This is an optimization exercise on Yosys and OpenROAD, whose aim is small area, a short achievable clock period and few clock cycles per item, not a production implementation. RTL that was checked went through simulation tests only; none was proved equivalent to the original. No functional check of the RTL was part of runs 1 to 4.

**flow/run.sh**
```bash
#!/bin/bash
# synth_recipe.tcl (not shown) runs the flow's synth.tcl, then flattens the netlist and writes it again
# the make line also repeats each setting of config.mk as NAME=value (left out here)
make -C /OpenROAD-flow-scripts/flow DESIGN_CONFIG=/design/flow/config.mk WORK_HOME=/design/flow/orfs CLKGATE_MAP_FILE= SYNTH_SCRIPT=/design/flow/synth_recipe.tcl finish
```
**flow/config.mk**
```make
export PLATFORM = sky130hd
export DESIGN_NAME = dct8x8_top
export DESIGN_NICKNAME = dct8x8_top
export VERILOG_FILES = /design/flow/design.v
export SDC_FILE = /design/flow/constraint.sdc
export NUM_CORES = 4
export LEC_CHECK = 0
export ABC_CLOCK_PERIOD_IN_PS = 4000
export CAP_MARGIN = 20
export CORE_MARGIN = 2
export CORE_UTILIZATION = 50
export SETUP_SLACK_MARGIN = 5
export SLEW_MARGIN = 20
```
**flow/constraint.sdc**
```tcl
create_clock -name core_clock -period 10.0 [get_ports {clk}]
set_input_delay 2.0000 -clock core_clock [delete_from_list [all_inputs] [get_ports {clk}]]
set_output_delay 2.0000 -clock core_clock [all_outputs]
set_load 0.01 [all_outputs]
```
**flow/design.v**
```verilog
module dct8x8_cal_p #(
    parameter IW = 8
)(
    input  [8*IW-1:0]     din,
    output [8*(IW+1)-1:0] pout
);
wire signed [IW-1:0] i0 = din[0*IW +: IW];
wire signed [IW-1:0] i1 = din[1*IW +: IW];
wire signed [IW-1:0] i2 = din[2*IW +: IW];
wire signed [IW-1:0] i3 = din[3*IW +: IW];
wire signed [IW-1:0] i4 = din[4*IW +: IW];
wire signed [IW-1:0] i5 = din[5*IW +: IW];
wire signed [IW-1:0] i6 = din[6*IW +: IW];
wire signed [IW-1:0] i7 = din[7*IW +: IW];
wire signed [IW:0] p0 = i0 + i7;
wire signed [IW:0] p1 = i3 - i4;
wire signed [IW:0] p2 = i1 + i6;
wire signed [IW:0] p3 = i2 - i5;
wire signed [IW:0] p4 = i2 + i5;
wire signed [IW:0] p5 = i1 - i6;
wire signed [IW:0] p6 = i3 + i4;
wire signed [IW:0] p7 = i0 - i7;
assign pout = {p7, p6, p5, p4, p3, p2, p1, p0};
endmodule
module dct8x8_cal_q #(
    parameter PW = 9
)(
    input  [8*PW-1:0]     pin,
    output [8*(PW+1)-1:0] qout
);
wire signed [PW-1:0] p0 = pin[0*PW +: PW];
wire signed [PW-1:0] p1 = pin[1*PW +: PW];
wire signed [PW-1:0] p2 = pin[2*PW +: PW];
wire signed [PW-1:0] p3 = pin[3*PW +: PW];
wire signed [PW-1:0] p4 = pin[4*PW +: PW];
wire signed [PW-1:0] p5 = pin[5*PW +: PW];
wire signed [PW-1:0] p6 = pin[6*PW +: PW];
wire signed [PW-1:0] p7 = pin[7*PW +: PW];
wire signed [PW:0] q0 =  p0        +  p6;
wire signed [PW:0] q1 =  p1        - (p7 >>> 2);
wire signed [PW:0] q2 =  p2        +  p4;
wire signed [PW:0] q3 =  p3        + (p5 >>> 2);
wire signed [PW:0] q4 =  p2        -  p4;
wire signed [PW:0] q5 = (p3 >>> 2) -  p5;
wire signed [PW:0] q6 =  p0        -  p6;
wire signed [PW:0] q7 = (p1 >>> 2) +  p7;
assign qout = {q7, q6, q5, q4, q3, q2, q1, q0};
endmodule
module dct8x8_cal_t #(
    parameter QW = 10,
    parameter OW = 11
)(
    input  [8*QW-1:0] qin,
    output [8*OW-1:0] tout
);
wire signed [QW-1:0] q0 = qin[0*QW +: QW];
wire signed [QW-1:0] q1 = qin[1*QW +: QW];
wire signed [QW-1:0] q2 = qin[2*QW +: QW];
wire signed [QW-1:0] q3 = qin[3*QW +: QW];
wire signed [QW-1:0] q4 = qin[4*QW +: QW];
wire signed [QW-1:0] q5 = qin[5*QW +: QW];
wire signed [QW-1:0] q6 = qin[6*QW +: QW];
wire signed [QW-1:0] q7 = qin[7*QW +: QW];
wire signed [OW-1:0] t0 =  q0 + q2;
wire signed [OW-1:0] t1 =  q3 - q5 + q7 + (q7 >>> 1);
wire signed [OW-1:0] t2 = (q4 >>> 1) + q6;
wire signed [OW-1:0] t3 = -q1 - q3 - (q3 >>> 1) + q7;
wire signed [OW-1:0] t4 =  q0 - q2;
wire signed [OW-1:0] t5 =  q1 + q5 + (q5 >>> 1) + q7;
wire signed [OW-1:0] t6 = -q4 + (q6 >>> 1);
wire signed [OW-1:0] t7 = -q1 - (q1 >>> 1) + q3 + q5;
assign tout = {t7, t6, t5, t4, t3, t2, t1, t0};
endmodule
module dct8x8_buf_ctrl(
    input            clk,
    input            rst_n,
    input            in_valid,
    output wire      in_ready,
    output wire      out_valid,
    input            out_ready,
    output reg       m,
    output wire [3:0] en
);
reg [1:0] n;
reg [3:0] v;
wire exit_ok = ~v[3] | out_ready;
wire step    = exit_ok & in_valid;
assign in_ready  = exit_ok;
assign out_valid = v[3];
assign en[0] = exit_ok & (in_valid | (n == 2'd0));
assign en[1] = exit_ok & (in_valid | (n <= 2'd1));
assign en[2] = exit_ok & (in_valid | (n <= 2'd2));
assign en[3] = exit_ok;
always @(posedge clk or negedge rst_n) begin
    if (~rst_n) begin
        m <= 1'b0;
        n <= 2'd0;
        v <= 4'd0;
    end else if (step) begin
        n <= n + 2'd1;
        if (n == 2'd3) begin
            m <= ~m;
            v <= 4'b1111;
        end else begin
            v <= {v[2:0], 1'b1};
        end
    end else if (exit_ok) begin
        case (n)
            2'd0: v <= {v[2:0], 1'b0};
            2'd1: v <= {v[2:1], 1'b0, v[0]};
            2'd2: v <= {v[2], 1'b0, v[1:0]};
            default: v <= {1'b0, v[2:0]};
        endcase
    end
end
endmodule
module dct8x8_buf_data #(
    parameter W = 11
)(
    input              clk,
    input              m,           
    input  [3:0]       en,          
    input  [8*W-1:0]   in_a,
    input  [8*W-1:0]   in_b,
    output [8*W-1:0]   out_a,
    output [8*W-1:0]   out_b
);
reg  [W-1:0] s [0:63];
genvar i, j;
generate
for (i = 0; i < 8; i = i + 1) begin : g_row
    for (j = 0; j < 8; j = j + 1) begin : g_col
        wire [W-1:0] src_h = (i >= 2) ? s[(i-2)*8+j] : ((i == 0) ? in_a[j*W +: W] : in_b[j*W +: W]);
        wire [W-1:0] src_v = (j >= 2) ? s[i*8+j-2]   : ((j == 0) ? in_a[i*W +: W] : in_b[i*W +: W]);
        wire         ce    = m ? en[j/2] : en[i/2];
        always @(posedge clk)
            if (ce) s[i*8+j] <= m ? src_v : src_h;
    end
end
for (i = 0; i < 8; i = i + 1) begin : g_out
    localparam integer SR = 6 - (i & 6) + (i & 1);
    assign out_a[i*W +: W] = m ? s[SR*8+6] : s[6*8+SR];
    assign out_b[i*W +: W] = m ? s[SR*8+7] : s[7*8+SR];
end
endgenerate
endmodule
module dct8x8_buf_top #(
    parameter W = 11
)(
    input            clk,
    input            rst_n,
    input            in_valid,
    output wire      in_ready,
    input  [8*W-1:0] in_a,
    input  [8*W-1:0] in_b,
    output wire      out_valid,
    input            out_ready,
    output [8*W-1:0] out_a,
    output [8*W-1:0] out_b
);
wire       m;
wire [3:0] en;
dct8x8_buf_ctrl u_ctrl (
    .clk(clk), .rst_n(rst_n),
    .in_valid(in_valid), .in_ready(in_ready),
    .out_valid(out_valid), .out_ready(out_ready),
    .m(m), .en(en)
);
dct8x8_buf_data #(.W(W)) u_data (
    .clk(clk), .m(m), .en(en),
    .in_a(in_a), .in_b(in_b),
    .out_a(out_a), .out_b(out_b)
);
endmodule
module dct8x8_top#(parameter DATA_WIDTH  =  8)
(
input                               clk               ,
input                               rst_n             ,
input                               dct8x8_top_vld_i  ,
input  wire [DATA_WIDTH*16-1:0]     dct8x8_top_data_i ,
output wire                         dct8x8_top_rdy_i  ,
output wire                         dct8x8_top_vld_o  ,
output wire [(DATA_WIDTH+8)*16-1:0] dct8x8_top_data_o ,
input                               dct8x8_top_rdy_o
);
localparam ZW = 11;    
localparam QW = 13;    
localparam YW = 14;    
localparam PW = 9;     
reg  [16*PW-1:0] r0_p;
reg              r0_vld;
reg  [127:0]     sk_data;
reg              sk_vld;
wire             tp1_in_ready;
wire r0_free = ~r0_vld | tp1_in_ready;
wire accept  = dct8x8_top_vld_i & ~sk_vld;
assign dct8x8_top_rdy_i = ~sk_vld;
always @(posedge clk or negedge rst_n) begin
    if (~rst_n) begin
        r0_vld <= 1'b0;
        sk_vld <= 1'b0;
    end else begin
        if (r0_free)
            r0_vld <= sk_vld | accept;
        sk_vld <= ~r0_free & (sk_vld | accept);
    end
end
wire [127:0]     x_in = sk_vld ? sk_data : dct8x8_top_data_i;
wire [16*PW-1:0] p_in;
dct8x8_cal_p #(.IW(8)) u_row0_p (.din(x_in[63:0]),   .pout(p_in[8*PW-1:0]));
dct8x8_cal_p #(.IW(8)) u_row1_p (.din(x_in[127:64]), .pout(p_in[16*PW-1:8*PW]));
always @(posedge clk) begin
    if (r0_free)
        r0_p <= p_in;
    if (~sk_vld)
        sk_data <= dct8x8_top_data_i;
end
wire [8*ZW-1:0] za, zb;
wire [8*(PW+1)-1:0] rqa, rqb;
dct8x8_cal_q #(.PW(PW))               u_row0_q (.pin(r0_p[8*PW-1:0]),      .qout(rqa));
dct8x8_cal_q #(.PW(PW))               u_row1_q (.pin(r0_p[16*PW-1:8*PW]),  .qout(rqb));
dct8x8_cal_t #(.QW(PW+1), .OW(ZW))    u_row0_t (.qin(rqa), .tout(za));
dct8x8_cal_t #(.QW(PW+1), .OW(ZW))    u_row1_t (.qin(rqb), .tout(zb));
wire            tp1_out_valid;
wire            p1_ready;
wire [8*ZW-1:0] ca, cb;      
dct8x8_buf_top #(.W(ZW)) u_tp1 (
    .clk(clk), .rst_n(rst_n),
    .in_valid(r0_vld), .in_ready(tp1_in_ready),
    .in_a(za), .in_b(zb),
    .out_valid(tp1_out_valid), .out_ready(p1_ready),
    .out_a(ca), .out_b(cb)
);
wire [8*QW-1:0] qa_w, qb_w;
wire [8*(ZW+1)-1:0] cpa, cpb;
dct8x8_cal_p #(.IW(ZW))   u_col0_p (.din(ca),  .pout(cpa));
dct8x8_cal_p #(.IW(ZW))   u_col1_p (.din(cb),  .pout(cpb));
dct8x8_cal_q #(.PW(ZW+1)) u_col0_q (.pin(cpa), .qout(qa_w));
dct8x8_cal_q #(.PW(ZW+1)) u_col1_q (.pin(cpb), .qout(qb_w));
reg  [8*QW-1:0] qa, qb;
reg             p1_vld;
wire            tp2_in_ready;
assign p1_ready = ~p1_vld | tp2_in_ready;
always @(posedge clk or negedge rst_n) begin
    if (~rst_n)
        p1_vld <= 1'b0;
    else if (p1_ready)
        p1_vld <= tp1_out_valid;
end
always @(posedge clk) begin
    if (p1_ready) begin
        qa <= qa_w;
        qb <= qb_w;
    end
end
wire [8*YW-1:0] ya, yb;      
dct8x8_cal_t #(.QW(QW), .OW(YW)) u_col0_t (.qin(qa), .tout(ya));
dct8x8_cal_t #(.QW(QW), .OW(YW)) u_col1_t (.qin(qb), .tout(yb));
wire [8*YW-1:0] ya_p, yb_p;
genvar e;
generate
for (e = 0; e < 8; e = e + 1) begin : g_perm_in
    localparam integer SE = 6 - (e & 6) + (e & 1);
    assign ya_p[e*YW +: YW] = ya[SE*YW +: YW];
    assign yb_p[e*YW +: YW] = yb[SE*YW +: YW];
end
endgenerate
wire [8*YW-1:0] oa, ob;
dct8x8_buf_top #(.W(YW)) u_tp2 (
    .clk(clk), .rst_n(rst_n),
    .in_valid(p1_vld), .in_ready(tp2_in_ready),
    .in_a(ya_p), .in_b(yb_p),
    .out_valid(dct8x8_top_vld_o), .out_ready(dct8x8_top_rdy_o),
    .out_a(oa), .out_b(ob)
);
generate
for (e = 0; e < 8; e = e + 1) begin : g_out
    localparam integer SE = 6 - (e & 6) + (e & 1);
    assign dct8x8_top_data_o[16*e +: 16]       = {{2{oa[SE*YW+YW-1]}}, oa[SE*YW +: YW]};
    assign dct8x8_top_data_o[128 + 16*e +: 16] = {{2{ob[SE*YW+YW-1]}}, ob[SE*YW +: YW]};
end
endgenerate
endmodule
```
==> results.json, run 1 <==
{
  "port_buffers": 389,
  "r2r_slack_ns": 4.94,
  "critPathArrivalTime_ns": 5.67,
  "synth_edf_count": 1940,
  "grt_usage_pct": 26.3,
  "tightest_slew_ns": 1.07,
  "worstSetupStartpointType": "flip-flop",
  "setup_viol": 0,
  "io_pins": 390,
  "grt_start_max_net_pins": 198,
  "drc": 0,
  "start_util_pct": 50.3,
  "clkTransAtPathRegs_ns": 0.06,
  "fin_nets": 13600,
  "wl_per_cell_um": 23.3,
  "rows": 190,
  "crit_type": "flip-flop to flip-flop",
  "first_iter_violations": 5151,
  "core-area_mm2": 0.268,
  "wl_met3_um": 12500,
  "final_cell_mix": "edfxtp_1 (1940), mux2_2 (1545), inv_1 (1402)",
  "fillers": 22000,
  "numClockSinks": 2085,
  "gp_congestion": 0.940,
  "max_freq_mhz": 198,
  "met1_length_um": 152000,
  "cts_tree": "yes",
  "dp_hpwl_um": 285000,
  "vias": 85700,
  "highest_layer": "met5",
  "cts_root_buf": "clkbuf_16",
  "via_per_inst": 5.45,
  "design_area_mm2": 0.154,
  "clk_latency_ns": 0.92,
  "drive_above_1_share_pct": 20.7,
  "ys.flop_type": "edfxtp_1",
  "grt_pass1_wl_um": 543000,
  "grt-ovfl-total": 0,
  "avgSynthCellArea_um2": 11.7,
  "yosys.cell_types.count": 87,
  "synth_fp_nets": 13100,
  "regArea_mm2": 0.0613,
  "hold_path.class": "flip-flop to flip-flop",
  "utilization_pct": 57.5,
  "required_ns": 10.62,
  "cts_max_level": 4,
  "first_global_vias": 87500,
  "final_common_cell": "edfxtp_1",
  "status": "timing/DRC/antenna clean",
  "die_area_mm2": 0.274,
  "hold_violations": 0,
  "period_minus_slack_ns": 5.06,
  "drv_cap": 0,
  "dr.pass1.iters": 7,
  "drt.antenna.violating_nets": 0,
  "ys_seq_area_share_pct": 45.5,
  "drt-total-wl_um": 367000,
  "cts_buffers": 227,
  "multiInputGateArea_mm2": 0.0691,
  "die_w_um": 523,
  "tns_ns": 0,
  "place_area_mm2": 0.143,
  "antenna_found_initial": 3,
  "critPathMaxFanout": 4,
  "fin_crit_sh_pct": 50.6,
  "async_reset_ff_share_pct": 0.815,
  "die_y_um": 523,
  "syn2layout_area_growth_pct": 14.4,
  "rsz0062_at_grt": "yes",
  "relSlewSlack_pct": 27.9,
  "yosysWarnings": 6,
  "met2_length_um": 186000,
  "skew_ns": 0.0660,
  "ys_ff_latch": 2085,
  "syn_inst": 11500,
  "synthesis.area_mm2": 0.135,
  "cts_hold_buffers": 0,
  "clk_path_buf_depth": 4,
  "drv_slew": 0,
  "endpoint_kind": "flip-flop"
}
## routing by layer
layer / up-vias / track usage [%]
met4: 2 / 10.3
met3: 500 / 2.56
li1: 41200 / -
met5: - / 0
met1: 42300 / 32.6
met2: 1729 / 47.1
## per-stage QoR
stage,instances,worst slack [ns],hold slack [ns]
global placement,15200,3.83,0.433
finish,15700,4.94,0.456
CTS,15600,4.84,0.458
global route,15700,4.76,0.483
floorplan,11500,3.70,0.426
detailed placement,15200,3.84,0.443
## critical path, cell delays in order (launching register included)
cell      delay (ns)
edfxtp_1        0.44
ha_4            0.20
inv_2           0.06
fa_2            0.20
nor2b_1         0.04
o21ai_1         0.15
nand2b_1        0.11
a21o_1          0.18
a21o_1          0.17
a21o_1          0.17
a21o_4          0.23
xor2_4          0.16
xnor2_1         0.15
ha_1            0.29
inv_2           0.04
fa_1            0.51
inv_2           0.05
ha_4            0.17
or3_1           0.33
a311o_1         0.37
o311ai_4        0.09
o21ai_1         0.13
xnor2_1         0.23
xnor2_2         0.19
o21ai_1         0.12
## state kept, by name, indices dropped and copies added (netlist names), 2 cells and up
register	count
u_tp2.u_ctrl.n	2
qa	102
qb	102
sk_data	128
u_tp1.u_data.s	704
u_tp2.u_data.s	896
u_tp1.u_ctrl.v	4
u_tp1.u_ctrl.n	2
r0_p	136
u_tp2.u_ctrl.v	4
## cell type report
cell class              count  share of cell area [%]
flip-flops and latches   2085                    39.8
clock buffers             282                    3.92
clock inverters           127                   0.792
diodes                      6                 0.00974
repair buffers            623                    4.30
multi-input cells        7622                    44.9
inverters                1420                    3.48
well taps                3552                    2.88
## synth_stat cells (128+ instances only)
cell	count	area, um2
edfxtp_1	1940	58300
mux2_2	1549	17400
inv_1	1417	5320
ha_1	1073	13400
nand2_1	681	2560
nor2_1	620	2330
xnor2_1	610	5340
a21oi_1	558	2790
o21ai_0	450	2250
fa_1	385	7710
clkbuf_1	299	1120
xor2_1	209	1830
mux2i_1	175	1750
o21bai_1	169	1270
a21o_1	136	1020
nor3_1	136	681
dfxtp_1	128	2560
## path summary, 6_finish.rpt
path	end	depth (start not counted)	startpoint
max in group asynchronous	sk_vld$_DFF_PN0_	1	rst_n
worst max-delay path	u_tp1.u_data.s[25][10]$_DFFE_PP_	24	r0_p[119]$_DFFE_PP_
min in group asynchronous	u_tp2.u_ctrl.n[0]$_DFFE_PN0P_	1	rst_n
worst min register to register	p1_vld$_DFFE_PN0P_	1	u_tp1.u_ctrl.v[3]$_DFFE_PN0N_
worst max register to register	u_tp1.u_data.s[25][10]$_DFFE_PP_	24	r0_p[119]$_DFFE_PP_
worst min-delay path	p1_vld$_DFFE_PN0P_	1	u_tp1.u_ctrl.v[3]$_DFFE_PN0N_
## repair_timing
action,4_1_cts,5_1_grt
pin swaps,29,86
buffers inserted,31,96
gates resized for setup,204,310
gates cloned,17,8
endpoints found under the setup margin,382,166
## cell families (layout without fill, tap and decap cells)
family,Yosys count,in the layout,synth area share [%]
AO/OA/AOI/OAI,1734,1734,8.00
adder cells (fa/ha/maj),1461,1461,15.7
AND/OR/NAND/NOR,1882,1882,6.18
flip-flops,2085,2085,45.5
other,0,6,0
XOR/XNOR,821,821,5.35
buffers and inverters,1777,2452,5.06
multiplexers,1724,1724,14.2
==> inputs of run 2 (changes only) <==
--- a/flow/design.v
+++ b/flow/design.v
@@ -79,6 +79,7 @@
     output wire      out_valid,
     input            out_ready,
     output reg       m,
+    output reg [7:0] mx,        
     output wire [3:0] en
 );
 reg [1:0] n;
@@ -94,12 +95,14 @@
 always @(posedge clk or negedge rst_n) begin
     if (~rst_n) begin
         m <= 1'b0;
+        mx <= 8'd0;
         n <= 2'd0;
         v <= 4'd0;
     end else if (step) begin
         n <= n + 2'd1;
         if (n == 2'd3) begin
             m <= ~m;
+            mx <= ~mx;
             v <= 4'b1111;
         end else begin
             v <= {v[2:0], 1'b1};
@@ -119,6 +122,7 @@
 )(
     input              clk,
     input              m,           
+    input  [7:0]       mx,          
     input  [3:0]       en,          
     input  [8*W-1:0]   in_a,
     input  [8*W-1:0]   in_b,
@@ -139,8 +143,8 @@
 end
 for (i = 0; i < 8; i = i + 1) begin : g_out
     localparam integer SR = 6 - (i & 6) + (i & 1);
-    assign out_a[i*W +: W] = m ? s[SR*8+6] : s[6*8+SR];
-    assign out_b[i*W +: W] = m ? s[SR*8+7] : s[7*8+SR];
+    assign out_a[i*W +: W] = mx[i] ? s[SR*8+6] : s[6*8+SR];
+    assign out_b[i*W +: W] = mx[i] ? s[SR*8+7] : s[7*8+SR];
 end
 endgenerate
 endmodule
@@ -159,15 +163,16 @@
     output [8*W-1:0] out_b
 );
 wire       m;
+wire [7:0] mx;
 wire [3:0] en;
 dct8x8_buf_ctrl u_ctrl (
     .clk(clk), .rst_n(rst_n),
     .in_valid(in_valid), .in_ready(in_ready),
     .out_valid(out_valid), .out_ready(out_ready),
-    .m(m), .en(en)
+    .m(m), .mx(mx), .en(en)
 );
 dct8x8_buf_data #(.W(W)) u_data (
-    .clk(clk), .m(m), .en(en),
+    .clk(clk), .m(m), .mx(mx), .en(en),
     .in_a(in_a), .in_b(in_b),
     .out_a(out_a), .out_b(out_b)
 );
==> run 2 against run 1 <==
Compared with the run above:
- first-iteration DRC count fell by 3.4%
- maximum frequency rose by 3.4%
- sequential cell count rose by 16
- critical path depth fell by 2
- area after synthesis rose by 2.6%
- sequential share of layout area fell by 0.11 points
- die area rose by 2.6%
- highest routed layer is now met4
==> results.json, run 2 <==
{
  "status": "timing/DRC/antenna clean",
  "first_global_vias": 88900,
  "synth_common_cells": "edfxtp_1 (1940), mux2_2 (1527), inv_1 (1396)",
  "synth_fp_nets": 13600,
  "synth_top_family_by_area": "adder cells",
  "die_y_um": 530,
  "port_buffers": 389,
  "clk_latency_ns": 0.90,
  "antenna_found_initial": 2,
  "drt-total-wl_um": 341000,
  "hp-start": "sk_data[122]$_DFF_P_",
  "grt_start_max_net_pins": 218,
  "regMostFlops": "u_tp2.u_data.s",
  "cts_root_buf": "clkbuf_16",
  "drive_above_1_share_pct": 18.4,
  "drc": 0,
  "synth_fa_ha_area_share_pct": 15.3,
  "endpoint_kind": "flip-flop",
  "core-area_mm2": 0.276,
  "grt_usage_pct": 24.0,
  "vias": 87400,
  "startpoint": "r0_p[108]$_DFFE_PP_",
  "cts_buffers": 229,
  "fin_nets": 13900,
  "top_regs": "u_tp2.u_data.s x896, u_tp1.u_data.s x704, r0_p x136",
  "hold_violations": 0,
  "timing.rr.start": "r0_p[108]$_DFFE_PP_",
  "wl_per_cell_um": 21.0,
  "synthSimpleGateAreaFrac_pct": 7.45,
  "setup_viol": 0,
  "synth_xor_area_share_pct": 5.21,
  "cts_hold_buffers": 0,
  "place_inst": 15800,
  "stdcell_count": 16300,
  "critPathArrivalTime_ns": 5.52,
  "syn2layout_area_growth_pct": 12.5,
  "grt-ovfl-total": 0,
  "drv_slew": 0,
  "dr.pass1.iters": 6,
  "numClockSinks": 2101,
  "first_iter_violations": 4978,
  "cts_tree": "yes",
  "grt_pass1_wl_um": 525000,
  "skew_ns": 0.0414,
  "hold_path.class": "flip-flop to flip-flop",
  "path_delay_family": "adder cells",
  "ys_top_cells_by_area": "edfxtp_1 (42%), mux2_2 (12%), ha_1 (9.7%)",
  "utilization_pct": 56.4,
  "ys_seq_area_share_pct": 44.6,
  "start_util_pct": 50.1,
  "rsz0062_at_grt": "yes",
  "io_pins": 390,
  "relSlewSlack_pct": 28.1,
  "final_cell_mix": "edfxtp_1 (1940), mux2_2 (1526), inv_1 (1387)",
  "synth_compound_gate_area_share_pct": 8.60,
  "crit_path_max_incr_delay_ns": 0.58,
  "clkTransAtPathRegs_ns": 0.06,
  "dp_hpwl_um": 269000,
  "tightest_slew_ns": 1.08,
  "drv_cap": 0,
  "ys_ff_latch": 2101,
  "rows": 193,
  "synth_edf_count": 1940,
  "required_ns": 10.63,
  "synth.mux.area_fraction_pct": 13.8,
  "worstSetupStartpointType": "flip-flop",
  "avgSynthCellArea_um2": 11.5,
  "synth_top_area_cell": "edfxtp_1",
  "clk_path_buf_depth": 4,
  "largest_reg_flops": 896,
  "cts_max_level": 4,
  "tns_ns": 0,
  "critPathMaxFanout": 4,
  "crit_chain": "ha_1 > inv_1 > fa_2 > nor2b_1 > o21ai_0 > nand2b_1 > a21o_1 > a21o_4 > a31oi_4 > xnor2_2 > buf_4 > xnor2_1 > ha_1 > inv_1 > fa_1 > inv_2 > ha_4 > a31o_1 > a21oi_2 > xnor2_1 > xnor3_2 > mux2_2",
  "crit_type": "flip-flop to flip-flop",
  "period_minus_slack_ns": 4.89,
  "syn_inst": 12000,
  "yosysWarnings": 6,
  "via_per_inst": 5.38,
  "yosys.cell_types.count": 92,
  "synthesis.area_mm2": 0.138,
  "path_buf_inv": 4,
  "fin_crit_sh_pct": 48.9,
  "ys.flop_type": "edfxtp_1",
  "final_common_cell": "edfxtp_1",
  "max_freq_mhz": 205,
  "yosysMostFrequentCell": "edfxtp_1",
  "synth_top_cell_area_share_pct": 42.1,
  "die_w_um": 530,
  "gp_congestion": 0.917,
  "async_reset_ff_share_pct": 1.57,
  "die_area_mm2": 0.281,
  "drt.antenna.violating_nets": 0,
  "cpMaxStageDelayCell": "fa_1"
}
==> run 2: cell types whose count changed after synthesis, moves of 31 or more <==
cell      change
o21ai_1     +112
o21ai_0      -74
a21oi_1      +64
o21bai_1     -53
a21boi_1     +49
o31ai_1      +43
a21boi_0     -42
or3_1        +42
xnor2_1      -39
buf_1        +31
==> run 2: cells by family (layout without fill, tap and decap cells) <==
kind of cell	count (synthesis)	count (layout)
muxes	1717	1717
adders and majority gates	1463	1463
DFF	2101	2101
AOI/OAI and AO/OA	1917	1917
other	0	3
xor gates and xnor gates	811	811
and+or+nand+nor	2191	2191
buffers and inverters	1811	2353
==> run 2: final timing paths <==
| path | to | slack [ns] | depth (start not counted) |
|---|---|---|---|
| worst min-delay path | sk_data[122]$_DFF_P_ | 0.49 | 2 |
| worst max register to register | u_tp1.u_data.s[15][10]$_DFFE_PP_ | 5.11 | 22 |
| worst max-delay path | u_tp1.u_data.s[15][10]$_DFFE_PP_ | 5.11 | 22 |
| max in group asynchronous | u_tp1.u_ctrl.m$_DFFE_PN0P_ | 8.23 | 2 |
| min in group asynchronous | u_tp2.u_ctrl.mx[1]$_DFFE_PN0P_ | 1.18 | 2 |
| worst min register to register | sk_data[122]$_DFF_P_ | 0.49 | 2 |
==> run 2: repair_timing <==
action / 4_1_cts / 5_1_grt
buffers inserted: 9 / 55
endpoints found under the hold margin: 0 / 0
resized for setup: 91 / 192
setup endpoints to repair: 129 / 118
pin swaps: 8 / 56
==> run 2: cell type report <==
| type | instances | area [um2] |
|---|---|---|
| diodes | 3 | 7.51 |
| clock buffers | 273 | 5960 |
| clock inverters | 154 | 1470 |
| fillers | 23200 | 120000 |
| inverters | 1399 | 5270 |
| multi-input cells | 8099 | 71500 |
| flip-flops and latches | 2101 | 61700 |
| well taps | 3705 | 4640 |
| repair buffers | 527 | 5080 |
==> run 2: worst min-delay path, stage by stage (launching register included) <==
cell	delay, ns
dfxtp_1	0.31
mux2i_1	0.08
inv_1	0.07
==> run 2: metrics by stage <==
stage	setup WS, ns	hold slack [ns]	instance area [um2]
after CTS	4.93	0.492	154000
after global placement	3.64	0.465	146000
final	5.11	0.490	156000
after detailed placement	3.55	0.477	146000
after global routing	4.91	0.513	156000
after floorplan	4.41	0.426	138000
==> run 2: routing by layer <==
metal,track usage (%),share of wire (%)
met2,41.8,49
met4,7.08,3.3
met1,31.7,45
met3,2.12,3.2
met5,0,0
==> inputs of run 3 (changes only) <==
--- a/flow/design.v
+++ b/flow/design.v
@@ -74,24 +74,21 @@
 module dct8x8_buf_ctrl(
     input            clk,
     input            rst_n,
+    input            adv,
     input            in_valid,
-    output wire      in_ready,
     output wire      out_valid,
-    input            out_ready,
     output reg       m,
     output reg [7:0] mx,        
     output wire [3:0] en
 );
 reg [1:0] n;
 reg [3:0] v;
-wire exit_ok = ~v[3] | out_ready;
-wire step    = exit_ok & in_valid;
-assign in_ready  = exit_ok;
+wire step = adv & in_valid;
 assign out_valid = v[3];
-assign en[0] = exit_ok & (in_valid | (n == 2'd0));
-assign en[1] = exit_ok & (in_valid | (n <= 2'd1));
-assign en[2] = exit_ok & (in_valid | (n <= 2'd2));
-assign en[3] = exit_ok;
+assign en[0] = adv & (in_valid | (n == 2'd0));
+assign en[1] = adv & (in_valid | (n <= 2'd1));
+assign en[2] = adv & (in_valid | (n <= 2'd2));
+assign en[3] = adv;
 always @(posedge clk or negedge rst_n) begin
     if (~rst_n) begin
         m <= 1'b0;
@@ -107,7 +104,7 @@
         end else begin
             v <= {v[2:0], 1'b1};
         end
-    end else if (exit_ok) begin
+    end else if (adv) begin
         case (n)
             2'd0: v <= {v[2:0], 1'b0};
             2'd1: v <= {v[2:1], 1'b0, v[0]};
@@ -153,12 +150,11 @@
 )(
     input            clk,
     input            rst_n,
+    input            adv,
     input            in_valid,
-    output wire      in_ready,
     input  [8*W-1:0] in_a,
     input  [8*W-1:0] in_b,
     output wire      out_valid,
-    input            out_ready,
     output [8*W-1:0] out_a,
     output [8*W-1:0] out_b
 );
@@ -166,9 +162,8 @@
 wire [7:0] mx;
 wire [3:0] en;
 dct8x8_buf_ctrl u_ctrl (
-    .clk(clk), .rst_n(rst_n),
-    .in_valid(in_valid), .in_ready(in_ready),
-    .out_valid(out_valid), .out_ready(out_ready),
+    .clk(clk), .rst_n(rst_n), .adv(adv),
+    .in_valid(in_valid), .out_valid(out_valid),
     .m(m), .mx(mx), .en(en)
 );
 dct8x8_buf_data #(.W(W)) u_data (
@@ -188,16 +183,17 @@
 output wire [(DATA_WIDTH+8)*16-1:0] dct8x8_top_data_o ,
 input                               dct8x8_top_rdy_o
 );
-localparam ZW = 11;    
-localparam QW = 13;    
-localparam YW = 14;    
-localparam PW = 9;     
+localparam PW  = 9;     
+localparam RQW = 10;    
+localparam ZW  = 11;    
+localparam QW  = 13;    
+localparam YW  = 14;    
+wire adv = ~dct8x8_top_vld_o | dct8x8_top_rdy_o;
 reg  [16*PW-1:0] r0_p;
 reg              r0_vld;
 reg  [127:0]     sk_data;
 reg              sk_vld;
-wire             tp1_in_ready;
-wire r0_free = ~r0_vld | tp1_in_ready;
+wire r0_free = ~r0_vld | adv;
 wire accept  = dct8x8_top_vld_i & ~sk_vld;
 assign dct8x8_top_rdy_i = ~sk_vld;
 always @(posedge clk or negedge rst_n) begin
@@ -220,44 +216,64 @@
     if (~sk_vld)
         sk_data <= dct8x8_top_data_i;
 end
+wire [16*RQW-1:0] rq_w;
+dct8x8_cal_q #(.PW(PW)) u_row0_q (.pin(r0_p[8*PW-1:0]),     .qout(rq_w[8*RQW-1:0]));
+dct8x8_cal_q #(.PW(PW)) u_row1_q (.pin(r0_p[16*PW-1:8*PW]), .qout(rq_w[16*RQW-1:8*RQW]));
+reg [16*RQW-1:0] r1_q;
+reg              r1_vld;
+always @(posedge clk or negedge rst_n) begin
+    if (~rst_n)
+        r1_vld <= 1'b0;
+    else if (adv)
+        r1_vld <= r0_vld;
+end
+always @(posedge clk)
+    if (adv)
+        r1_q <= rq_w;
 wire [8*ZW-1:0] za, zb;
-wire [8*(PW+1)-1:0] rqa, rqb;
-dct8x8_cal_q #(.PW(PW))               u_row0_q (.pin(r0_p[8*PW-1:0]),      .qout(rqa));
-dct8x8_cal_q #(.PW(PW))               u_row1_q (.pin(r0_p[16*PW-1:8*PW]),  .qout(rqb));
-dct8x8_cal_t #(.QW(PW+1), .OW(ZW))    u_row0_t (.qin(rqa), .tout(za));
-dct8x8_cal_t #(.QW(PW+1), .OW(ZW))    u_row1_t (.qin(rqb), .tout(zb));
+dct8x8_cal_t #(.QW(RQW), .OW(ZW)) u_row0_t (.qin(r1_q[8*RQW-1:0]),      .tout(za));
+dct8x8_cal_t #(.QW(RQW), .OW(ZW)) u_row1_t (.qin(r1_q[16*RQW-1:8*RQW]), .tout(zb));
 wire            tp1_out_valid;
-wire            p1_ready;
 wire [8*ZW-1:0] ca, cb;      
 dct8x8_buf_top #(.W(ZW)) u_tp1 (
-    .clk(clk), .rst_n(rst_n),
-    .in_valid(r0_vld), .in_ready(tp1_in_ready),
+    .clk(clk), .rst_n(rst_n), .adv(adv),
+    .in_valid(r1_vld),
     .in_a(za), .in_b(zb),
-    .out_valid(tp1_out_valid), .out_ready(p1_ready),
+    .out_valid(tp1_out_valid),
     .out_a(ca), .out_b(cb)
 );
-wire [8*QW-1:0] qa_w, qb_w;
+reg [8*ZW-1:0] c0a, c0b;
+reg            p0_vld;
+always @(posedge clk or negedge rst_n) begin
+    if (~rst_n)
+        p0_vld <= 1'b0;
+    else if (adv)
+        p0_vld <= tp1_out_valid;
+end
+always @(posedge clk)
+    if (adv) begin
+        c0a <= ca;
+        c0b <= cb;
+    end
 wire [8*(ZW+1)-1:0] cpa, cpb;
-dct8x8_cal_p #(.IW(ZW))   u_col0_p (.din(ca),  .pout(cpa));
-dct8x8_cal_p #(.IW(ZW))   u_col1_p (.din(cb),  .pout(cpb));
+wire [8*QW-1:0]     qa_w, qb_w;
+dct8x8_cal_p #(.IW(ZW))   u_col0_p (.din(c0a), .pout(cpa));
+dct8x8_cal_p #(.IW(ZW))   u_col1_p (.din(c0b), .pout(cpb));
 dct8x8_cal_q #(.PW(ZW+1)) u_col0_q (.pin(cpa), .qout(qa_w));
 dct8x8_cal_q #(.PW(ZW+1)) u_col1_q (.pin(cpb), .qout(qb_w));
 reg  [8*QW-1:0] qa, qb;
 reg             p1_vld;
-wire            tp2_in_ready;
-assign p1_ready = ~p1_vld | tp2_in_ready;
 always @(posedge clk or negedge rst_n) begin
     if (~rst_n)
         p1_vld <= 1'b0;
-    else if (p1_ready)
-        p1_vld <= tp1_out_valid;
-end
-always @(posedge clk) begin
-    if (p1_ready) begin
+    else if (adv)
+        p1_vld <= p0_vld;
+end
+always @(posedge clk)
+    if (adv) begin
         qa <= qa_w;
         qb <= qb_w;
     end
-end
 wire [8*YW-1:0] ya, yb;      
 dct8x8_cal_t #(.QW(QW), .OW(YW)) u_col0_t (.qin(qa), .tout(ya));
 dct8x8_cal_t #(.QW(QW), .OW(YW)) u_col1_t (.qin(qb), .tout(yb));
@@ -272,10 +288,10 @@
 endgenerate
 wire [8*YW-1:0] oa, ob;
 dct8x8_buf_top #(.W(YW)) u_tp2 (
-    .clk(clk), .rst_n(rst_n),
-    .in_valid(p1_vld), .in_ready(tp2_in_ready),
+    .clk(clk), .rst_n(rst_n), .adv(adv),
+    .in_valid(p1_vld),
     .in_a(ya_p), .in_b(yb_p),
-    .out_valid(dct8x8_top_vld_o), .out_ready(dct8x8_top_rdy_o),
+    .out_valid(dct8x8_top_vld_o),
     .out_a(oa), .out_b(ob)
 );
 generate
--- a/flow/config.mk
+++ b/flow/config.mk
@@ -5,7 +5,6 @@
 export SDC_FILE = /design/flow/constraint.sdc
 export NUM_CORES = 4
 export LEC_CHECK = 0
-export ABC_CLOCK_PERIOD_IN_PS = 4000
 export CAP_MARGIN = 20
 export CORE_MARGIN = 2
 export CORE_UTILIZATION = 50
==> run 3 against run 2 <==
Compared with the run above:
- worst setup slack better by 0.048 ns
- sequential share of layout area grew 4.3 points
- global-route usage is 1.8 points lower
- via count decreased by 3.6%
- area after synthesis grew 5.6%
- critical path type is now flip-flop to output port
- design area up 5.0%
- core utilization shrank 0.27 points
- critical endpoint is now dct8x8_top_data_o[158]
- cell count is 0.20% lower
- still clean on timing, DRC and antenna
- largest cell class is now registers
==> results.json, run 3 <==
{
  "status": "timing/DRC/antenna clean",
  "yosys.cell_types.count": 96,
  "io_pins": 390,
  "tightest_slew_ns": 1.11,
  "start_util_pct": 50.2,
  "drt-total-wl_um": 330000,
  "relSlewSlack_pct": 25.7,
  "via_per_inst": 5.19,
  "synth_common_cells": "edfxtp_1 (2272), mux2_2 (1701), inv_1 (1576)",
  "die_w_um": 544,
  "wl_met3_um": 9700,
  "r2r_end": "u_tp2.u_data.s[15][13]$_DFFE_PP_",
  "gp_congestion": 0.899,
  "first_iter_violations": 4582,
  "drc": 0,
  "drv_slew": 0,
  "rsz0062_at_grt": "no",
  "core-area_mm2": 0.291,
  "highest_layer": "met4",
  "synthesis.area_mm2": 0.146,
  "synth_fa_ha_area_share_pct": 14.8,
  "hold_violations": 0,
  "dr.pass1.iters": 8,
  "clkTransAtPathRegs_ns": 0.06,
  "hp-start": "u_tp1.u_data.s[63][5]$_DFFE_PP_",
  "period_minus_slack_ns": 4.84,
  "grt-ovfl-total": 0,
  "required_ns": 8.00,
  "ys.flop_type": "edfxtp_1",
  "critPathArrivalTime_ns": 2.84,
  "avgSynthCellArea_um2": 12.5,
  "setup_viol": 0,
  "cts_root_buf": "clkbuf_16",
  "drv_cap": 0,
  "crit_cells": 3,
  "r2r_slack_ns": 5.22,
  "crit_type": "flip-flop to output port",
  "synthSimpleGateAreaFrac_pct": 4.79,
  "fin_nets": 13700,
  "synth.mux.area_fraction_pct": 13.8,
  "die_area_mm2": 0.296,
  "vias": 84300,
  "hold_path.class": "flip-flop to flip-flop",
  "worst_slack_ns": 5.16,
  "synth_top_area_cell": "edfxtp_1",
  "ys_ff_latch": 2435,
  "min_to": "c0b[16]$_DFFE_PP_",
  "critPathMaxFanout": 16,
  "syn_inst": 11700,
  "cts-resized-gates": 7,
  "met2_length_um": 166000,
  "fin_crit_sh_pct": 48.4,
  "ys_top_cells_by_area": "edfxtp_1 (47%), mux2_2 (13%), ha_1 (8.9%)",
  "grt_usage_pct": 22.2,
  "synth_compound_gate_area_share_pct": 7.36,
  "worstSetupStartpointType": "flip-flop",
  "tns_ns": 0,
  "grt_pass1_wl_um": 514000,
  "synth_top_cell_area_share_pct": 46.7,
  "top_regs": "u_tp2.u_data.s x896, u_tp1.u_data.s x704, r1_q x156",
  "path_buf_inv": 2,
  "met1_length_um": 147000,
  "synth_fp_nets": 13300,
  "synth_edf_count": 2272,
  "wl_per_cell_um": 20.3,
  "syn2layout_area_growth_pct": 11.8,
  "largest_reg_flops": 896,
  "path_delay_family": "buffers and inverters",
  "synth_top_family_by_area": "adder cells",
  "die_y_um": 544,
  "drive_above_1_share_pct": 18.6,
  "yosysWarnings": 6,
  "drt.antenna.violating_nets": 0,
  "synth_xor_area_share_pct": 5.13,
  "first_global_vias": 88200,
  "regMostFlops": "u_tp2.u_data.s",
  "final_common_cell": "edfxtp_1",
  "skew_ns": 0.0647,
  "clk_latency_ns": 0.89,
  "endpoint_kind": "output port",
  "ys_seq_area_share_pct": 49.1,
  "max_freq_mhz": 207,
  "cts_tree": "yes",
  "final_cell_mix": "edfxtp_1 (2272), mux2_2 (1701), inv_1 (1570)",
  "rows": 198,
  "cts_buffers": 280,
  "numClockSinks": 2435,
  "antenna_found_initial": 3,
  "dp_hpwl_um": 260000,
  "cts_hold_buffers": 0,
  "cts_setup_buffers": 0,
  "fillers": 24000,
  "crit_path_max_incr_delay_ns": 0.63,
  "crit_chain": "buf_4 > mux2_2 > clkdlybuf4s50_1",
  "pre_cts_ws_ns": 3.76,
  "yosysMostFrequentCell": "edfxtp_1",
  "cpMaxStageDelayCell": "dfrtp_2",
  "timing.rr.start": "qb[40]$_DFFE_PP_",
  "cts_max_level": 5,
  "hold_depth": 0,
  "clk_path_buf_depth": 4,
  "reg2reg_depth": 15,
  "grt_start_max_net_pins": 208,
  "port_buffers": 389,
  "async_reset_ff_share_pct": 1.44
}
run 3: cell count changes after synthesis, sizes merged, moves of 72 or more:
cell    delta
edfxtp   +332
nand2    -204
inv      +179
mux2     +174
nor2     -145
o21ai    -107
mux2i     -94
a21oi     -91
o21bai    +72
run 3: logic make-up after synthesis:
group                    Yosys count
flip-flops                      2435
buffers and inverters           1939
multiplexers                    1797
AO/OA/AOI/OAI                   1688
AND/OR/NAND/NOR                 1532
adder cells (fa/ha/maj)         1468
XOR/XNOR                         853
run 3: worst max path at each step:
| stage | end | slack [ns] | start |
|---|---|---|---|
| after global placement | u_tp2.u_data.s[34][9]$_DFFE_PP_ | 3.78 | dct8x8_top_rdy_o |
| after global routing | u_tp1.u_data.s[34][9]$_DFFE_PP_ | 5.02 | dct8x8_top_rdy_o |
| final | dct8x8_top_data_o[158] | 5.16 | u_tp2.u_ctrl.mx[7]$_DFFE_PN0P_ |
| after floorplan | u_tp1.u_data.s[50][0]$_DFFE_PP_ | 3.94 | dct8x8_top_rdy_o |
| after detailed placement | u_tp2.u_data.s[34][11]$_DFFE_PP_ | 3.76 | dct8x8_top_rdy_o |
| after CTS | dct8x8_top_data_o[159] | 5.02 | u_tp2.u_ctrl.mx[7]$_DFFE_PN0P_ |
run 3: worst reg2reg max path, delay by kind of cell, from the launching register on:
family,cells,cell delay [ns]
buf+inv,2,0.09
xor+xnor,1,0.67
mux,1,0.29
fa+ha+maj,4,1.71
compound gates,6,1.33
flops,1,0.48
simple gates,1,0.08
run 3: routing by layer:
| layer | GRT usage (%) | vias up |
|---|---|---|
| met3 | 2.29 | 387 |
| met4 | 5.19 | 0 |
| li1 | - | 41900 |
| met2 | 39.9 | 1278 |
| met1 | 28.7 | 40700 |
| met5 | 0 | - |
run 3: layout make-up:
| type | count | area (um2) | area share [%] |
|---|---|---|---|
| antenna | 2 | 5.00 | 0.00307 |
| clock buffer | 342 | 7400 | 4.53 |
| clock inverter | 164 | 1640 | 1.00 |
| inverter | 1580 | 5950 | 3.64 |
| multi-input combinational | 7338 | 67200 | 41.1 |
| sequential | 2435 | 71700 | 43.9 |
| tap | 3900 | 4880 | 2.99 |
| timing repair buffer | 467 | 4580 | 2.80 |
run 3: per-stage QoR:
stage               cell area, um2  hold slack (ns)  cells  utilization (%)
floorplan                   146000            0.400  11700                -
global placement            154000            0.407  15700             53.0
detailed placement          154000            0.405  15700             53.0
CTS                         163000            0.419  16200             56.1
global route                163000            0.431  16200             56.1
finish                      163000            0.417  16200             56.1
==> inputs of run 4 (changes only) <==
==> flow/flow/run.sh (new file) <==
#!/bin/bash
set -euo pipefail
echo "export SETUP_SLACK_MARGIN = 5.8" >> config.mk
bash standard.sh > standard.log 2>&1
==> flow/standard.sh (new file) <==
#!/bin/bash
# synth_recipe.tcl (not shown) runs the flow's synth.tcl, then flattens the netlist and writes it again
# the make line also repeats each setting of config.mk as NAME=value (left out here)
make -C /OpenROAD-flow-scripts/flow DESIGN_CONFIG=/design/flow/config.mk WORK_HOME=/design/flow/orfs CLKGATE_MAP_FILE= SYNTH_SCRIPT=/design/flow/synth_recipe.tcl "${@:-finish}"
--- a/flow/config.mk
+++ b/flow/config.mk
@@ -8,5 +8,5 @@
 export CAP_MARGIN = 20
 export CORE_MARGIN = 2
 export CORE_UTILIZATION = 50
-export SETUP_SLACK_MARGIN = 5
 export SLEW_MARGIN = 20
+export SETUP_SLACK_MARGIN = 5.8
removed: flow/run.sh
==> run 4 against run 3 <==
Compared with the run above:
- still clean
- worst hold slack about the same
- core utilization rose by 1.1 points
- wire length grew 2.6%
- die area unchanged
==> results.json, run 4 <==
{
  "critPathArrivalTime_ns": 2.27,
  "dp_hpwl_um": 259000,
  "crit_type": "flip-flop to output port",
  "critPathMaxFanout": 6,
  "rows": 198,
  "clkTransAtPathRegs_ns": 0.06,
  "path_delay_family": "buffers and inverters",
  "dr.pass1.iters": 7,
  "grt-ovfl-total": 0,
  "clk_latency_ns": 0.92,
  "top_regs": "u_tp2.u_data.s x896, u_tp1.u_data.s x704, r1_q x156",
  "cts_root_buf": "clkbuf_16",
  "start_util_pct": 50.2,
  "cpMaxStageDelayCell": "dfrtp_2",
  "largest_reg_flops": 896,
  "drc": 0,
  "grt_pass1_wl_um": 523000,
  "first_global_vias": 89500,
  "regMostFlops": "u_tp2.u_data.s",
  "tightest_slew_ns": 1.12,
  "yosysWarnings": 6,
  "relSlewSlack_pct": 25.6,
  "vias": 85600,
  "final_cell_mix": "edfxtp_1 (2272), mux2_2 (1650), inv_1 (1548)",
  "synthesis.area_mm2": 0.146,
  "core-area_mm2": 0.291,
  "ys_top_cells_by_area": "edfxtp_1 (47%), mux2_2 (13%), ha_1 (8.9%)",
  "io_pins": 390,
  "path_buf_inv": 5,
  "die_y_um": 544,
  "worstSetupStartpointType": "flip-flop",
  "rsz0062_at_grt": "yes",
  "port_buffers": 389,
  "status": "timing/DRC/antenna clean",
  "grt_usage_pct": 22.7,
  "endpoint_kind": "output port",
  "cts_buffers": 277,
  "synth_top_cell_area_share_pct": 46.7,
  "wl_per_cell_um": 20.7,
  "cpMostUsedCell": "buf_6",
  "hold_violations": 0,
  "die_w_um": 544,
  "async_reset_ff_share_pct": 1.44,
  "period_minus_slack_ns": 4.27,
  "drive_above_1_share_pct": 22.9,
  "avgSynthCellArea_um2": 12.5,
  "synth_edf_count": 2272,
  "grt_start_max_net_pins": 213,
  "ys_ff_latch": 2435,
  "required_ns": 8.00,
  "drv_slew": 0,
  "numClockSinks": 2435,
  "syn_inst": 11700,
  "gp_congestion": 0.909,
  "skew_ns": 0.0667,
  "via_per_inst": 5.23,
  "syn2layout_area_growth_pct": 14.1,
  "tns_ns": 0,
  "crit_path_max_incr_delay_ns": 0.42,
  "yosys.cell_types.count": 96,
  "fin_nets": 13900,
  "setup_viol": 0,
  "yosysMostFrequentCell": "edfxtp_1",
  "drt.antenna.violating_nets": 0,
  "cts_max_level": 5,
  "antenna_found_initial": 1,
  "max_freq_mhz": 234,
  "clk_path_buf_depth": 4,
  "synth_fp_nets": 13300,
  "cts_hold_buffers": 0,
  "synth_top_area_cell": "edfxtp_1",
  "first_iter_violations": 4400,
  "utilization_pct": 57.3,
  "ys.flop_type": "edfxtp_1",
  "drv_cap": 0,
  "fin_crit_sh_pct": 42.7,
  "cts_tree": "yes",
  "synth_common_cells": "edfxtp_1 (2272), mux2_2 (1701), inv_1 (1576)",
  "crit_chain": "buf_6 > buf_12 > buf_8 > buf_6 > mux2_4 > buf_6",
  "hold_path.class": "flip-flop to flip-flop",
  "ys_seq_area_share_pct": 49.1,
  "final_common_cell": "edfxtp_1",
  "die_area_mm2": 0.296,
  "drt-total-wl_um": 338000
}
## run 4: cell count changes in the layout (fill, tap and decap cells not counted), sizes merged
cell and delta:
buf +275, clkdlybuf4s50 -224, dlygate4sd2 +54, clkbuf +43, clkinv -23, clkdlybuf4s15 +19
bufinv -5, clkinvlp -2, diode +1, inv -1
## run 4: worst paths after layout
kind	start	to	slack, ns	depth (start not counted)
max	u_tp2.u_ctrl.mx[5]$_DFFE_PN0P_	dct8x8_top_data_o[61]	5.73	6
min	u_tp1.u_data.s[63][8]$_DFFE_PP_	c0b[19]$_DFFE_PP_	0.42	0
min reg2reg	u_tp1.u_data.s[63][8]$_DFFE_PP_	c0b[19]$_DFFE_PP_	0.42	0
min in group asynchronous	rst_n	u_tp1.u_ctrl.mx[0]$_DFFE_PN0P_	1.36	2
max in group asynchronous	rst_n	sk_vld$_DFF_PN0_	7.94	2
max reg2reg	qa[40]$_DFFE_PP_	u_tp2.u_data.s[7][13]$_DFFE_PP_	5.84	16
## run 4: kinds of logic (layout without fill, tap and decap cells)
| family | Yosys count | count (layout) | share of synthesized area (%) |
|---|---|---|---|
| xor gates and xnor gates | 853 | 853 | 5.13 |
| muxes | 1797 | 1797 | 13.8 |
| other | 0 | 3 | 0 |
| buffers and inverters | 1939 | 2689 | 5.09 |
| AOI/OAI and AO/OA | 1688 | 1688 | 7.36 |
| and+or+nand+nor | 1532 | 1532 | 4.79 |
| DFF | 2435 | 2435 | 49.1 |
| adders and majority gates | 1468 | 1468 | 14.8 |
## run 4: timing repair
item	4_1_cts	5_1_grt
endpoints found under the setup margin	1441	633
endpoints found under the hold margin	0	0
pin swaps	42	67
resized for setup	870	370
buffers inserted	96	54
gates cloned	14	1
## run 4: metrics by stage
stage	setup slack (ns)	area [um2]	cells	hold WS, ns
after CTS	5.62	165000	16300	0.419
final	5.73	167000	16400	0.417
after global placement	3.62	154000	15700	0.401
after floorplan	4.54	146000	11700	0.400
after global routing	5.66	167000	16400	0.420
after detailed placement	3.54	154000	15700	0.405
## run 4: final cells by class
type	count	area [um2]
Antenna cell	3	7.51
Inverter	1580	5970
Timing Repair Buffer	621	6290
Clock inverter	133	1400
Clock buffer	355	7400
Fill cell	23700	124000
Tap cell	3900	4880
Sequential cell	2435	71700
Multi-Input combinational cell	7338	69000
## run 4: routing by layer
| layer | track usage, % | wire length, um |
|---|---|---|
| met1 | 28.9 | 148000 |
| met2 | 40.7 | 170000 |
| met3 | 2.46 | 10200 |
| met4 | 6.49 | 10500 |
| met5 | 0 | 0 |
==> inputs of run 5 (changes only) <==
--- a/flow/design.v
+++ b/flow/design.v
@@ -78,7 +78,7 @@
     input            in_valid,
     output wire      out_valid,
     output reg       m,
-    output reg [7:0] mx,        
+    output reg [15:0] mx,        
     output wire [3:0] en
 );
 reg [1:0] n;
@@ -92,7 +92,7 @@
 always @(posedge clk or negedge rst_n) begin
     if (~rst_n) begin
         m <= 1'b0;
-        mx <= 8'd0;
+        mx <= 16'd0;
         n <= 2'd0;
         v <= 4'd0;
     end else if (step) begin
@@ -119,7 +119,7 @@
 )(
     input              clk,
     input              m,           
-    input  [7:0]       mx,          
+    input  [15:0]      mx,          
     input  [3:0]       en,          
     input  [8*W-1:0]   in_a,
     input  [8*W-1:0]   in_b,
@@ -141,7 +141,7 @@
 for (i = 0; i < 8; i = i + 1) begin : g_out
     localparam integer SR = 6 - (i & 6) + (i & 1);
     assign out_a[i*W +: W] = mx[i] ? s[SR*8+6] : s[6*8+SR];
-    assign out_b[i*W +: W] = mx[i] ? s[SR*8+7] : s[7*8+SR];
+    assign out_b[i*W +: W] = mx[8+i] ? s[SR*8+7] : s[7*8+SR];
 end
 endgenerate
 endmodule
@@ -159,7 +159,7 @@
     output [8*W-1:0] out_b
 );
 wire       m;
-wire [7:0] mx;
+wire [15:0] mx;
 wire [3:0] en;
 dct8x8_buf_ctrl u_ctrl (
     .clk(clk), .rst_n(rst_n), .adv(adv),
@@ -195,15 +195,18 @@
 reg              sk_vld;
 wire r0_free = ~r0_vld | adv;
 wire accept  = dct8x8_top_vld_i & ~sk_vld;
-assign dct8x8_top_rdy_i = ~sk_vld;
+reg rdy_q;
+assign dct8x8_top_rdy_i = rdy_q;
 always @(posedge clk or negedge rst_n) begin
     if (~rst_n) begin
         r0_vld <= 1'b0;
         sk_vld <= 1'b0;
+        rdy_q  <= 1'b1;
     end else begin
         if (r0_free)
             r0_vld <= sk_vld | accept;
         sk_vld <= ~r0_free & (sk_vld | accept);
+        rdy_q  <= r0_free | ~(sk_vld | accept);
     end
 end
 wire [127:0]     x_in = sk_vld ? sk_data : dct8x8_top_data_i;
==> flow/flow/run.sh (replaced) <==
#!/bin/bash
set -euo pipefail
echo "export SETUP_SLACK_MARGIN = 6.0" >> config.mk
bash standard.sh > standard.log 2>&1
--- a/flow/config.mk
+++ b/flow/config.mk
@@ -9,4 +9,4 @@
 export CORE_MARGIN = 2
 export CORE_UTILIZATION = 50
 export SLEW_MARGIN = 20
-export SETUP_SLACK_MARGIN = 5.8
+export SETUP_SLACK_MARGIN = 6.0
==> run 5 against run 4 <==
Compared with the run above:
- die area grew 0.16%
- first-iteration DRC count grew 12%
- critical path type unchanged
- global-route usage grew 2.0 points
- wire length grew 10%
- area after synthesis grew 0.16%
- clock skew shrank 0.010 ns
- sequential share of layout area shrank 0.57 points
- worst hold slack lost 0.0070 ns
- core utilization grew 1.0 points
- highest routed layer is now met5
- maximum frequency grew 3.6%
- critical endpoint is now dct8x8_top_data_o[11]
==> results.json, run 5 <==
{
  "status": "timing/DRC/antenna clean",
  "synth_edf_count": 2272,
  "grt-ovfl-total": 0,
  "clk_path_buf_depth": 4,
  "drt-total-wl_um": 373000,
  "grt_pass1_wl_um": 555000,
  "crit_type": "flip-flop to output port",
  "final_cell_mix": "edfxtp_1 (2272), mux2_2 (1601), inv_1 (1517)",
  "grt_start_max_net_pins": 200,
  "avgSynthCellArea_um2": 12.5,
  "first_global_vias": 89600,
  "skew_ns": 0.0568,
  "timing.rr.start": "qa[40]$_DFFE_PP_",
  "numClockSinks": 2448,
  "max_freq_mhz": 243,
  "rows": 198,
  "required_ns": 8.00,
  "yosysMostFrequentCell": "edfxtp_1",
  "synth_top_area_cell": "edfxtp_1",
  "via_per_inst": 5.30,
  "ys_top_cells_by_area": "edfxtp_1 (47%), mux2_2 (13%), ha_1 (8.9%)",
  "fin_nets": 13900,
  "port_buffers": 389,
  "gp_congestion": 0.984,
  "io_pins": 390,
  "tns_ns": 0,
  "stdcell_count": 16500,
  "synthesis.area_mm2": 0.146,
  "drv_slew": 0,
  "start_util_pct": 50.2,
  "startpoint": "u_tp2.u_ctrl.mx[6]$_DFFE_PN0P_",
  "cts_max_level": 5,
  "drc": 0,
  "multiInputGateArea_mm2": 0.0700,
  "yosys.cell_types.count": 97,
  "synth_top_cell_area_share_pct": 46.7,
  "async_reset_ff_share_pct": 1.96,
  "ys_ff_latch": 2448,
  "crit_chain": "buf_8 > buf_4 > mux2_2 > buf_6",
  "first_iter_violations": 4925,
  "regArea_mm2": 0.0721,
  "relSlewSlack_pct": 20.5,
  "syn_inst": 11700,
  "cts_root_buf": "clkbuf_16",
  "top_regs": "u_tp2.u_data.s x896, u_tp1.u_data.s x704, r1_q x156",
  "yosysWarnings": 6,
  "rsz0062_at_grt": "yes",
  "r2r_slack_ns": 5.94,
  "syn2layout_area_growth_pct": 16.1,
  "tightest_slew_ns": 1.19,
  "cpMaxStageDelayCell": "dfrtp_4",
  "regMostFlops": "u_tp2.u_data.s",
  "synth_fp_nets": 13300,
  "clkTransAtPathRegs_ns": 0.07,
  "crit_end": "dct8x8_top_data_o[11]",
  "die_area_mm2": 0.297,
  "place_area_mm2": 0.154,
  "largest_reg_flops": 896,
  "die_y_um": 545,
  "drt.antenna.violating_nets": 0,
  "clk_latency_ns": 0.92,
  "reg2reg_depth": 17,
  "r2r_end": "u_tp2.u_data.s[5][12]$_DFFE_PP_",
  "cts_tree": "yes",
  "cts_buffers": 280,
  "period_minus_slack_ns": 4.12,
  "vias": 87300,
  "core-area_mm2": 0.291,
  "place_inst": 15700,
  "cts_hold_buffers": 0,
  "crit_path_max_incr_delay_ns": 0.53,
  "ys.flop_type": "edfxtp_1",
  "ys_seq_area_share_pct": 49.2,
  "dr.pass1.iters": 5,
  "die_w_um": 545,
  "worstSetupStartpointType": "flip-flop",
  "final_common_cell": "edfxtp_1",
  "critPathMaxFanout": 6,
  "wl_per_cell_um": 22.7,
  "fillers": 23300,
  "hold_path.class": "flip-flop to flip-flop",
  "design_area_mm2": 0.170,
  "antenna_found_initial": 6,
  "grt_usage_pct": 24.7,
  "drv_cap": 0,
  "hold_violations": 0,
  "hold_depth": 0,
  "fin_crit_sh_pct": 41.2,
  "dp_hpwl_um": 284000,
  "drive_above_1_share_pct": 25.5,
  "critPathArrivalTime_ns": 2.12,
  "endpoint_kind": "output port",
  "synth_common_cells": "edfxtp_1 (2272), mux2_2 (1701), inv_1 (1573)",
  "setup_viol": 0
}
## run 5: critical path, delay by kind of cell, from the launching register on
family | cells | cell delay [ns]
multiplexers | 1 | 0.28
buffers and inverters | 3 | 0.43
flip-flops | 1 | 0.53
## run 5: layout make-up
type                       count  area share (%)
clock buffer                 344            4.33
timing repair buffer         722            4.49
clock inverter               163            1.11
timing repair inverter         1         0.00958
antenna                        6         0.00885
inverter                    1577            3.52
sequential                  2448            42.5
multi-input combinational   7298            41.2
tap                         3900            2.88
## run 5: worst min path at each step
| stage | to | startpoint | slack, ns |
|---|---|---|---|
| 6_report | c0b[15]$_DFFE_PP_ | u_tp1.u_data.s[63][4]$_DFFE_PP_ | 0.41 |
| 5_1_grt | c0a[8]$_DFFE_PP_ | u_tp1.u_data.s[54][8]$_DFFE_PP_ | 0.42 |
| 4_1_cts | c0b[15]$_DFFE_PP_ | u_tp1.u_data.s[63][4]$_DFFE_PP_ | 0.41 |
| 3_5_place_dp | c0b[16]$_DFFE_PP_ | u_tp1.u_data.s[63][5]$_DFFE_PP_ | 0.40 |
| 3_3_place_gp | c0b[13]$_DFFE_PP_ | u_tp1.u_data.s[63][2]$_DFFE_PP_ | 0.40 |
| 2_1_floorplan | c0a[0]$_DFFE_PP_ | u_tp1.u_data.s[54][0]$_DFFE_PP_ | 0.40 |
## run 5: through the flow
step	hold WS [ns]	worst slack (ns)	util, %
2_1_floorplan	0.400	4.06	-
3_3_place_gp	0.402	3.65	53.0
3_5_place_dp	0.405	3.61	53.0
4_1_cts	0.414	5.77	57.3
5_1_grt	0.423	5.76	58.3
6_report	0.410	5.88	58.3
## run 5: cell families (layout without fill, tap and decap cells)
family / after synthesis / in the layout / share of synthesized area, %
AOI/OAI and AO/OA: 1677 / 1677 / 7.33
muxes: 1804 / 1804 / 13.8
xor gates and xnor gates: 873 / 873 / 5.25
and+or+nand+nor: 1476 / 1476 / 4.58
other: 0 / 6 / 0
buffers and inverters: 1935 / 2807 / 5.06
DFF: 2448 / 2448 / 49.2
adders and majority gates: 1468 / 1468 / 14.8
## run 5: routing by layer
| layer | up-vias | part of all wire, % | global-route usage (%) |
|---|---|---|---|
| met2 | 1637 | 51 | 44.1 |
| li1 | 42300 | - | - |
| met1 | 42800 | 42 | 30.8 |
| met5 | - | 0.0072 | 0 |
| met3 | 544 | 3.1 | 2.18 |
| met4 | 4 | 4.6 | 10.1 |
## run 5: repair_timing
item                                    4_1_cts  5_1_grt
gates resized for setup                    1414      503
pin swaps                                    76      191
endpoints found under the setup margin     1821     1406
setup buffers                               161      107
gates cloned                                  3        3
Testbench counts of run 5, summed over its fixed seeds: cycles 2,144, items 512.

## what the ideal ports hide
The results above use ideal ports. As a check the final layouts listed here were re-extracted and re-timed, cells and wires unchanged. Step 1 assumes that a clkbuf_16 drives the clock port and a buf_2 every other input. Step 2 adds t to the input delays and takes it off the output delays; t is the mean of the earliest and latest rising clock arrival at the registers after step 1. Input paths then give back, and output paths get back, about the clock's delay inside the block. Slacks: no drivers / after step 1 / after step 2; pairs: no drivers / after step 1.
| run | t (ns) | setup WS [ns] | worst setup path at the end | worst slew at a driven data input, ns |
|---|---|---|---|---|
| run 1 | 0.992 | 4.945 / 4.874 / 4.417 | input to register | 0.09 |
| run 2 | 0.980 | 5.112 / 5.112 / 4.440 | input to register | 0.05 |
| run 3 | 0.962 | 5.161 / 5.061 / 4.325 | input to register | 0.08 |
| run 4 | 0.987 | 5.732 / 5.629 / 5.003 | input to register | 0.07 |
| run 5 | 0.996 | 5.880 / 5.779 / 5.177 | input to register | 0.07 |
After both steps setup and hold are still met in every run listed. For run 3, which loses most, drivers alone change the setup slack by -0.100 ns; drivers and shift together by -0.836 ns.
